This is an optimization exercise on Yosys and OpenROAD, whose aim is small area, not a production implementation. Only simulation tests tie the RTL to the original design; equivalence was not proved. Power and IR drop assume default switching activity.

[design/flow/run.sh]
#!/bin/bash
# synth_recipe.tcl (not shown) runs the flow's synth.tcl, then flattens the netlist and writes it again
# the make line also repeats each setting of config.mk as NAME=value (left out here)
make -C /OpenROAD-flow-scripts/flow DESIGN_CONFIG=/design/flow/config.mk WORK_HOME=/design/flow/orfs CLKGATE_MAP_FILE= SYNTH_SCRIPT=/design/flow/synth_recipe.tcl finish
[design/flow/config.mk]
export PLATFORM = sky130hd
export DESIGN_NAME = uart_syn
export DESIGN_NICKNAME = uart_syn
export VERILOG_FILES = /design/flow/design.v
export SDC_FILE = /design/flow/constraint.sdc
export NUM_CORES = 4
export LEC_CHECK = 0
export CAP_MARGIN = 20
export CORE_MARGIN = 2
export CORE_UTILIZATION = 40
export SLEW_MARGIN = 20
[design/flow/constraint.sdc]
create_clock -name core_clock -period 20.0 [get_ports {sys_clk}]
set_input_delay 4.0000 -clock core_clock [delete_from_list [all_inputs] [get_ports {sys_clk}]]
set_output_delay 4.0000 -clock core_clock [all_outputs]
set_load 0.01 [all_outputs]
[design/flow/design.v]
module uart_receive (
	input				sys_clk,
	input				sys_rst,
	input          uart_r,   
	output    reg         uart_finish,   
	output    reg  [7:0]  uart_data
);
parameter CLK_FRE = 50000000;   
parameter UART_BPS = 9600;  
localparam BPS_CNT =CLK_FRE/UART_BPS;   
reg     [7:0]     data_r;  
reg               flag_r;  
reg     [3:0]     count_data_r;  
reg     [15:0]    count_clk;  
reg               uart_r_0;
reg               uart_r_1;  
wire              start_flag;  
assign  start_flag = uart_r_1 & (~uart_r_0); 
always @(posedge sys_clk or negedge sys_rst) begin
	if (!sys_rst)	begin
		uart_r_1 <= 1'b0;
		uart_r_0 <= 1'b0;
	end
	else begin
		uart_r_0 <= uart_r;
		uart_r_1 <= uart_r_0;  
	end
end
always @(posedge sys_clk or negedge sys_rst) begin
	if (!sys_rst) begin
		flag_r <= 1'b0;  
	end
	else begin
		if (start_flag == 1'b1) begin  
			flag_r <= 1'b1;  
		end
		else if ((count_data_r == 4'd9)&&(count_clk==BPS_CNT/2))  
			flag_r <= 1'b0;
		else
			flag_r <= flag_r;
	end
end
always @(posedge sys_clk or negedge sys_rst) begin
	if (!sys_rst) begin
		count_clk <= 16'd0;
		count_data_r <= 4'd0;  
	end
	else if (flag_r == 1'b1) begin
		if(count_clk < BPS_CNT-1) begin  
			count_clk <= count_clk + 1'b1;
			count_data_r <= count_data_r;   
		end
		else begin
			count_clk <= 16'd0;
			count_data_r <= count_data_r + 1; 
		end
	end
	else begin  
		count_clk <= 16'd0;
		count_data_r <= 4'd0;  
	end
end
always @(posedge sys_clk or negedge sys_rst) begin
	if (!sys_rst)
		data_r <= 8'b0;   
	else if (flag_r)  
		if (count_clk == BPS_CNT/2) begin  
			case (count_data_r)  
				4'd1  :   data_r [0] <= uart_r_1;  
				4'd2  :   data_r [1] <= uart_r_1;
				4'd3  :   data_r [2] <= uart_r_1;
				4'd4  :   data_r [3] <= uart_r_1;
				4'd5  :   data_r [4] <= uart_r_1;
				4'd6  :   data_r [5] <= uart_r_1;
				4'd7  :   data_r [6] <= uart_r_1;
				4'd8  :   data_r [7] <= uart_r_1;
				default:;
			endcase
		end
		else data_r <= data_r;
	else
		data_r <= 8'b0;  
end
always @(posedge sys_clk or negedge sys_rst) begin
	if (!sys_rst) begin
		uart_data <= 8'd0;
		uart_finish <= 1'd0; 
	end
	else if (count_data_r == 4'd9) begin  
		uart_data <= data_r;  
		uart_finish <= 1'd1;  
	end
	else begin
		uart_data <= 8'd0;
		uart_finish <= 1'd0;  
	end
end
endmodule
module uart_sender (
	input              sys_clk,
	input              sys_rst,
	input              uart_en,   
	input     [7:0]    uart_data, 
	output      reg    uart_send
);
parameter CLK_FREQ = 50000000;  
parameter UART_BPS = 9600;   
localparam BPS_CNT = CLK_FREQ/UART_BPS;  
reg            uart_en_0;
reg            uart_en_1;  
reg    [15:0]  count_clk;  
reg    [3:0]   count_data_s;  
reg            flag_s;  
reg    [7:0]   data_s;  
wire           start_flag; 
assign  start_flag = (~uart_en_1) & uart_en_0; 
always @(posedge sys_clk or negedge sys_rst) begin
	if (!sys_rst)	begin
		uart_en_1 <= 1'b0;
		uart_en_0 <= 1'b0;
	end
	else begin
		uart_en_0 <= uart_en;
		uart_en_1 <= uart_en_0;  
	end
end
always @(posedge sys_clk or negedge sys_rst) begin
	if (!sys_rst) begin
		flag_s <= 1'b0;  
		data_s <= 8'd0;
	end
	else begin
		if (start_flag == 1'b1)  begin 
			flag_s <= 1'b1;  
			data_s <= uart_data;  
		end
		else if ((count_data_s == 4'd9)&&(count_clk==BPS_CNT/2)) begin 
			flag_s <= 1'b0;
			data_s <= 8'd0;  
		end
		else begin
			flag_s <= flag_s;
			data_s <= data_s;
		end
	end
end
always @(posedge sys_clk or negedge sys_rst) begin
	if (!sys_rst) begin
		count_data_s <= 4'd0;
		count_clk <= 16'd0;   
	end
	else if (flag_s ==1'b1) begin  
		if (count_clk < BPS_CNT-1) begin 
			count_clk <= count_clk + 1'b1;
			count_data_s <= count_data_s;    
		end
		else begin
			count_clk <= 16'd0;  
			count_data_s <= count_data_s + 1'b1;  
		end
	end
	else begin
		count_data_s <= 4'd0;
		count_clk <= 16'd0;   
	end
end
always @(posedge sys_clk or negedge sys_rst) begin
	if (!sys_rst)
		uart_send <= 1'b0;
	else if (flag_s ==1'b1)	begin
		case (count_data_s)
			4'd0  :  uart_send <= 1'b0;  
			4'd1  :  uart_send <= data_s [0];
			4'd2  :  uart_send <= data_s [1];
			4'd3  :  uart_send <= data_s [2];
			4'd4  :  uart_send <= data_s [3];
			4'd5  :  uart_send <= data_s [4];
			4'd6  :  uart_send <= data_s [5];
			4'd7  :  uart_send <= data_s [6];
			4'd8  :  uart_send <= data_s [7];
			4'd9  :  uart_send <= 1'b1;  
			default:;
			endcase
	end
	else
		uart_send <= 1'b1;  
end
endmodule
module uart_beep (
	input               sys_clk,
	input               sys_rst,
	input               uart_en,
	output     reg      beep_en
);
parameter       MAX_COUNT = 27'd5000000;
reg    [26:0]   count;
reg             uart_en_0;
reg             uart_en_1;  
reg             beep_flag;  
wire            uart_en_ris;  
assign uart_en_ris = (~uart_en_0) & uart_en_1; 
always @ (posedge sys_clk or negedge sys_rst) begin
	if (!sys_rst) begin
		uart_en_1 <= 1'b0;
		uart_en_0 <= 1'b0;
	end
	else begin
		uart_en_0 <= uart_en;
		uart_en_1 <= uart_en_0;    
	end
end
always @ (posedge sys_clk or negedge sys_rst) begin
	if (!sys_rst) begin      
		beep_flag <= 1'b0;
		beep_en <= 1'b0;
	end
	else if (uart_en_ris) begin  
		beep_flag <= 1'b1;  
		beep_en <= 1'b1;
	end
	else if (count == MAX_COUNT) begin  
		beep_flag <= 1'b0; 
		beep_en <= 1'b0;  
	end
end
always @ (posedge sys_clk or negedge sys_rst) begin
	if (!sys_rst)
		count <= 27'd0;  
	else if (beep_flag == 1'b1) begin   
		if (count < MAX_COUNT) 
			count <= count + 1;
		else
			count <= 27'd0;  
	end
	else 
		count <= 27'd0;  
end
endmodule
module uart_scan_seg (
	input                  sys_clk,
	input                  sys_rst,
	input                  uart_en,   
	output  reg   [5:0]    sel,       
	output  reg   [7:0]    seg_led   
);
parameter	SEG0 = 6'b111111;  
parameter	SEG1 = 6'b011111;  
parameter	SEG2 = 6'b101111;  
parameter	SEG3 = 6'b110111;  
parameter	SEG4 = 6'b111011;
parameter	SEG5 = 6'b111101;
parameter	SEG6 = 6'b111110;
parameter	WORD0 = 2'd0;
parameter	WORD1 = 2'd1;
parameter	WORD2 = 2'd2;
parameter   MAX_COUNT = 28'd100000000;  
parameter   CNT_MAX2 =  23'd50000;  
parameter   CNT_MAX3 =  50000000;  
reg  [1:0]  word_sel;   
reg         word_sel2;  
reg         uart_en_0;
reg         uart_en_1;  
reg         start_flag;  
reg  [27:0] count_clk;  
reg  [22:0] count_clk2;  
reg  [26:0] count_clk3;  
reg         next_seg;  
reg         next_word;  
wire        uart_en_ris;   
assign    uart_en_ris = (~uart_en_0) && uart_en_1;
always @ (posedge sys_clk or negedge sys_rst) begin
	if (!sys_rst) begin
		uart_en_0 <= 1'b0;
		uart_en_1 <= 1'b0;  
	end
	else begin
		uart_en_1 <= uart_en;
		uart_en_0 <= uart_en_1;  
	end
end
always @(posedge sys_clk or negedge sys_rst) begin
	if (!sys_rst) begin
		word_sel <= WORD0;
		start_flag <= 1'b0;
	end
	else if (uart_en_ris) begin  
		word_sel <= WORD1;
		start_flag <= 1'b1;
	end
	else if (count_clk == MAX_COUNT) begin  
		word_sel <= WORD2;  
		start_flag <= 1'b0;   
	end
	else begin
		word_sel <= word_sel;
		start_flag <= start_flag;  
	end
end
always @(posedge sys_clk or negedge sys_rst) begin
	if (!sys_rst)
		count_clk <= 27'd0;  
	else if (start_flag) begin  
		if (count_clk < MAX_COUNT) 
			count_clk <= count_clk + 1;  
		else
			count_clk <= 27'd0;  
	end
	else 
		count_clk <= 27'd0;
end
always @ (posedge sys_clk or negedge sys_rst) begin
	if (!sys_rst) begin
		count_clk2 <= 22'd0;
		next_seg <= 1'b0;
	end
	else if (count_clk2 < CNT_MAX2) begin
		count_clk2 <= count_clk2 + 1;
		next_seg <= 1'b0;
	end
	else begin
		count_clk2 <= 27'd0;
		next_seg <= 1'b1;
	end	
end
always @ (posedge sys_clk or negedge sys_rst) begin
	if (!sys_rst) begin
		count_clk3 <= 27'd0;
		next_word <= 1'b0;
	end
	else if (count_clk3 < CNT_MAX3) begin
		count_clk3 <= count_clk3 + 1;
		next_word <= 1'b0;
	end
	else begin
		count_clk3 <= 27'd0;
		next_word <= 1'b1;
	end	
end
always @ (posedge sys_clk or negedge sys_rst) begin
	if (!sys_rst)
		sel <= SEG0;
	else if (next_seg == 1)  
		case (sel)    
		SEG0 :   sel <= SEG1;
		SEG1 :   sel <= SEG2;
		SEG2 :   sel <= SEG3;
		SEG3 :   sel <= SEG4;
		SEG4 :   sel <= SEG5;
		SEG5 :   sel <= SEG6;
		SEG6 :   sel <= SEG1;
		endcase
	else
		sel <= sel;  
end
always @ (posedge sys_clk or negedge sys_rst) begin
	if (!sys_rst)
		word_sel2 <= 1'd0;
	else if (next_word == 1'b1)  
		case (word_sel2)    
		1'd0 :   word_sel2 <= 1'd1;
		1'd1 :   word_sel2 <= 1'd0;
		endcase
	else
		word_sel2 <= word_sel2;  
end
always @(posedge sys_clk or negedge sys_rst) begin
	if (!sys_rst)
		seg_led <= 8'b11111111;
	else  if (word_sel == WORD1)
		case (sel)     
			SEG0 :  seg_led <= 8'b1111_1111;
			SEG1 :  seg_led <= 8'b1100_0111;   
			SEG2 :  seg_led <= 8'b1100_0000;   
			SEG3 :  seg_led <= 8'b1000_1000;   
			SEG4 :  seg_led <= 8'b1010_0001;   
			SEG5 :  seg_led <= 8'b1000_0110;   
			SEG6 :  seg_led <= 8'b1010_0001;   
		endcase
	else if (word_sel == WORD2) begin
		if (word_sel2 == 1'b0)
			case (sel)
				SEG1 :  seg_led <= 8'b1000_0110;   
				SEG2 :  seg_led <= 8'b1100_0111;   
				SEG3 :  seg_led <= 8'b1000_0110;   
				SEG4 :  seg_led <= 8'b1100_0110;   
				SEG5 :  seg_led <= 8'b1111_1111;
				SEG6 :  seg_led <= 8'b1111_1111;
			endcase
		else
			case (sel)
				SEG1 :  seg_led <= 8'b1001_0010;   
				SEG2 :  seg_led <= 8'b1001_0010;   
				SEG3 :  seg_led <= 8'b1001_0010;   
				SEG4 :  seg_led <= 8'b1010_0100;   
				SEG5 :  seg_led <= 8'b1111_1111;
				SEG6 :  seg_led <= 8'b1111_1111;
			endcase
		end
	else
		seg_led <= 8'b11111111;
end
endmodule
module uart_syn (
	input            sys_clk,
	input            sys_rst,
	input            uart_r,    
	output    		  uart_s,     
	output           beep_en,    
	output  [5:0]    sel,       
	output  [7:0]    seg_led   
);
wire  [7:0]  uart_data;
wire         uart_en;
uart_receive
u_uart_receive (
	.sys_clk          (sys_clk),
	.sys_rst          (sys_rst),
	.uart_r           (uart_r),
	.uart_data        (uart_data),
	.uart_finish      (uart_en)
);
uart_sender
u_uart_sender(
	.sys_clk          (sys_clk),
	.sys_rst          (sys_rst),
	.uart_en          (uart_en),
	.uart_data        (uart_data),
	.uart_send        (uart_s)
);
uart_beep #(
	.MAX_COUNT        (27'd500000)
)
u_uart_beep(
	.sys_clk          (sys_clk),
	.sys_rst          (sys_rst),
	.uart_en          (uart_en),
	.beep_en          (beep_en)
);
uart_scan_seg #(
	.MAX_COUNT        (28'd10000000),
	.CNT_MAX2         (23'd5000),
	.CNT_MAX3         (5000000)
)
u_uart_scan_seg (
	.sys_clk          (sys_clk),
	.sys_rst          (sys_rst),
	.uart_en          (uart_en),
	.sel              (sel),
	.seg_led          (seg_led)
);
endmodule
==> results.txt <==
## cells in the mapped netlist (3+ instances only)
library cell	count	area share (%)
dfrtp_1	183	51
nor2_1	144	6.1
nand2_1	68	2.9
nand3_1	57	3.2
xor2_1	54	5.3
xnor2_1	38	3.7
inv_1	30	1.3
nor3_1	26	1.5
nand4_1	23	1.6
o21ai_0	20	1.1
and3_1	18	1.3
ha_1	18	2.5
clkbuf_1	14	0.59
dfstp_2	13	3.8
mux2i_1	13	1.5
and2_1	12	0.84
a21oi_1	11	0.62
a22o_1	10	0.98
nor4_1	10	0.70
nand2b_1	9	0.63
a31oi_1	8	0.56
and4_1	8	0.79
buf_2	6	0.34
nor4b_1	5	0.49
a21o_1	4	0.34
nor2b_1	4	0.28
nor3b_1	4	0.34
o31ai_1	4	0.34
a311oi_1	3	0.29
mux2_2	3	0.38
nand4b_1	3	0.29
nor4_2	3	0.42
o21a_1	3	0.25
or4_1	3	0.25
## registers in the layout, indices dropped and copies added, names as in the netlist, 2 cells and up
signal and count:
u_uart_receive.count_data_r 4, u_uart_scan_seg.seg_led 7, u_uart_receive.data_r 8, u_uart_beep.count 27, u_uart_receive.count_clk 16, u_uart_scan_seg.word_sel 2
u_uart_sender.data_s 8, u_uart_sender.count_clk 16, u_uart_receive.uart_data 8, u_uart_scan_seg.count_clk2 23, u_uart_sender.count_data_s 4, u_uart_scan_seg.count_clk 28
u_uart_scan_seg.count_clk3 27, u_uart_scan_seg.sel 6
## logic make-up after synthesis
kind of cell	Yosys count
simple gates	403
flops	196
xor+xnor	92
compound gates	86
buf+inv	54
fa+ha+maj	18
mux	16
other cells	2
## worst reg2reg max path, stage by stage (launching register included)
cell and delay [ns]:
dfrtp_1 0.36, nor4_1 0.50, nand4_1 0.20, o21ai_1 0.73, buf_4 0.33, nor2_1 0.07
## per-layer routing
metal / wire length, um / global-route usage (%) / share of wire [%]
met2: 6750 / 21.7 / 45
met4: 201 / 4.54 / 1.3
met5: 0 / 0 / 0
met3: 348 / 3.06 / 2.3
met1: 7840 / 20.1 / 52
## worst paths after layout
path,to,cells past startpoint,start,slack (ns)
setup / recovery,sel[2],1,u_uart_scan_seg.sel[2]$_DFFE_PN1P_,14.34
hold / removal,u_uart_beep.uart_en_0$_DFF_PN0_,0,u_uart_receive.uart_finish$_DFF_PN0_,0.35
setup reg to reg,u_uart_scan_seg.count_clk[20]$_DFF_PN0_,5,u_uart_scan_seg.count_clk[25]$_DFF_PN0_,17.71
hold reg to reg,u_uart_beep.uart_en_0$_DFF_PN0_,0,u_uart_receive.uart_finish$_DFF_PN0_,0.35
max in group asynchronous,u_uart_scan_seg.count_clk[8]$_DFF_PN0_,2,sys_rst,14.78
min in group asynchronous,u_uart_scan_seg.count_clk[0]$_DFF_PN0_,1,sys_rst,3.70
## layout make-up
cell class	count	area share, %
tap	280	3.48
timing repair buffer	20	1.95
inverter	30	1.12
multi-input combinational	648	38.6
sequential	196	48.9
clock inverter	14	1.67
clock buffer	18	4.26
## power by group
group | leakage (nW) | switching (mW) | internal [mW]
Clock | 0.283 | 0.155 | 0.188
Combinational | 1.42 | 0.0614 | 0.0469
Sequential | 2.57 | 0.0230 | 0.425
Total | 4.27 | 0.239 | 0.660
==> results_dict.tcl <==
set metrics [dict create \
    status "no timing/DRC/antenna violations" \
    cts_htree_levels 4 \
    gp_congestion 0.802 \
    timing_worst_slew_pin_value_ns 0.919 \
    grt_max_degree 120 \
    power_leakage_nw 4.27 \
    antenna_cells 0 \
    multiInputGateArea_mm2 0.00389 \
    crit_buf_inv 1 \
    slew_viol_final 0 \
    drive_gt1_share_pct 6.80 \
    ys.flop_type "dfrtp_1" \
    synth_xor_area_share_pct 9.04 \
    register_area_mm2 0.00492 \
    wirelength_mm 15.1 \
    final_common_cell "dfrtp_1" \
    cp_max_fo 13 \
    synth_compound_area_share_pct 6.78 \
    die_h_um 153 \
    cpMaxStageDelayCell "dfstp_2" \
    critPathMaxStageDelay_ns 0.66 \
    hold_path.class "flip-flop to flip-flop" \
    die_area_mm2 0.0235 \
    grt_pass1_wl_mm 27.9 \
    synth_simple_gate_area_share_pct 22.0 \
    synth_top_family_by_area "simple AND/OR/NAND/NOR gates" \
    setup_ws_ns 14.34 \
    cts_hold_buffers 0 \
    total_power_mw 0.899 \
    cp-start-kind "flip-flop" \
    dp_slack_ns 14.19 \
    core_mm2 0.0218 \
    die_x_um 153 \
    max_freq_mhz 177 \
    first_global_vias 5932 \
    setup_violations 0 \
    via_count 5915 \
    postCtsSetupBuffers 0 \
    async_reset_ff_share_pct 100 \
    cts_tree "yes" \
    end_kind "output pin" \
    final_cells 1206 \
    cts.reportedPaths.clkPinSlew_ns 0.07 \
    clockBufferDepth 2 \
    dp_cells 1174 \
    postPlaceCellArea_mm2 0.00947 \
    tns_ns 0 \
    cp.arrival_ns 1.66 \
    synth_area_per_cell_um2 10.3 \
    syn_to_final_growth_pct 12.9 \
    hold_viol 0 \
    dp_hpwl_mm 10.1 \
    rsz0062_at_grt "false" \
    final_nets 934 \
    powerDensity_mw_per_mm2 89.3 \
    ys_seq_elements 196 \
    antenna_found_initial 0 \
    synth.distinct_cells 63 \
    synth_edf_count 0 \
    layout_common_cells "183 x dfrtp_1, 144 x nor2_1, 68 x nand2_1" \
    path_delay_family "flip-flops" \
    period_needed_ns 5.66 \
    cts.sinks 196 \
    wl_per_cell_um 12.5 \
    ys_warn_count 4 \
    io_pins 19 \
    crit_type "flip-flop to output pin" \
    rows 54 \
    cts_buffers 17 \
    whs_ns 0.346 \
    cap_violations 0 \
    synth_cells 867 \
    root_buffer "clkbuf_16" \
    required_ns 16.00 \
    grt-ovfl-total 0 \
    final_area_mm2 0.0101 \
    yosys.area_share.adder_pct 2.53 \
    max-vdd-ir-drop_mv 0.0466 \
    fin_crit_sh_pct 28.3 \
    drtPass1Iterations 4 \
    start_util_pct 40.8 \
    syn_area_mm2 0.00891 \
    port_buffers 17 \
    yosysSeqAreaShare_pct 55.2 \
    worstSkewPairLatency_ns 0.43 \
    cts_resized 0 \
    nFillCells 2043 \
    drtIter0Drc 297 \
    path_cells "clkdlybuf4s50_1" \
    viasPerCell 4.90 \
    remaining_drc_errors 0 \
    max_slew_margin_pct 38.1 \
    clock_skew_ns 0.0125 \
    grt_use_total_pct 14.2 \
    ant_nets 0 \
    post-route-util_pct 46.1 \
    synthMuxAreaShare_pct 1.84 \
]

static timing again, ports no longer ideal:
The results above use ideal ports. As a check the final layout listed here was re-extracted and re-timed, cells and wires unchanged. Step 1: set_driving_cell puts a clkbuf_16 on sys_clk and a buf_2 on each other input, an assumption about the parent block. Step 2 times the ports against the registers' clock, not the clock port: input delays grow and output delays shrink by t, the midpoint of the rising clock arrivals with the driver on. Three values: ideal ports, drivers, drivers and shift; two values: the first two.
t (ns): 0.470
setup WS [ns]: 14.343 / 14.298 / 14.323
hold slack, ns: 0.346 / 0.346 / 0.346
pins driven straight from the clock port: 1
After both steps setup and hold are still met in this run. The setup slack of this run moves by -0.045 ns with the drivers and by -0.020 ns with both steps. Setup slack includes reset recovery checks.
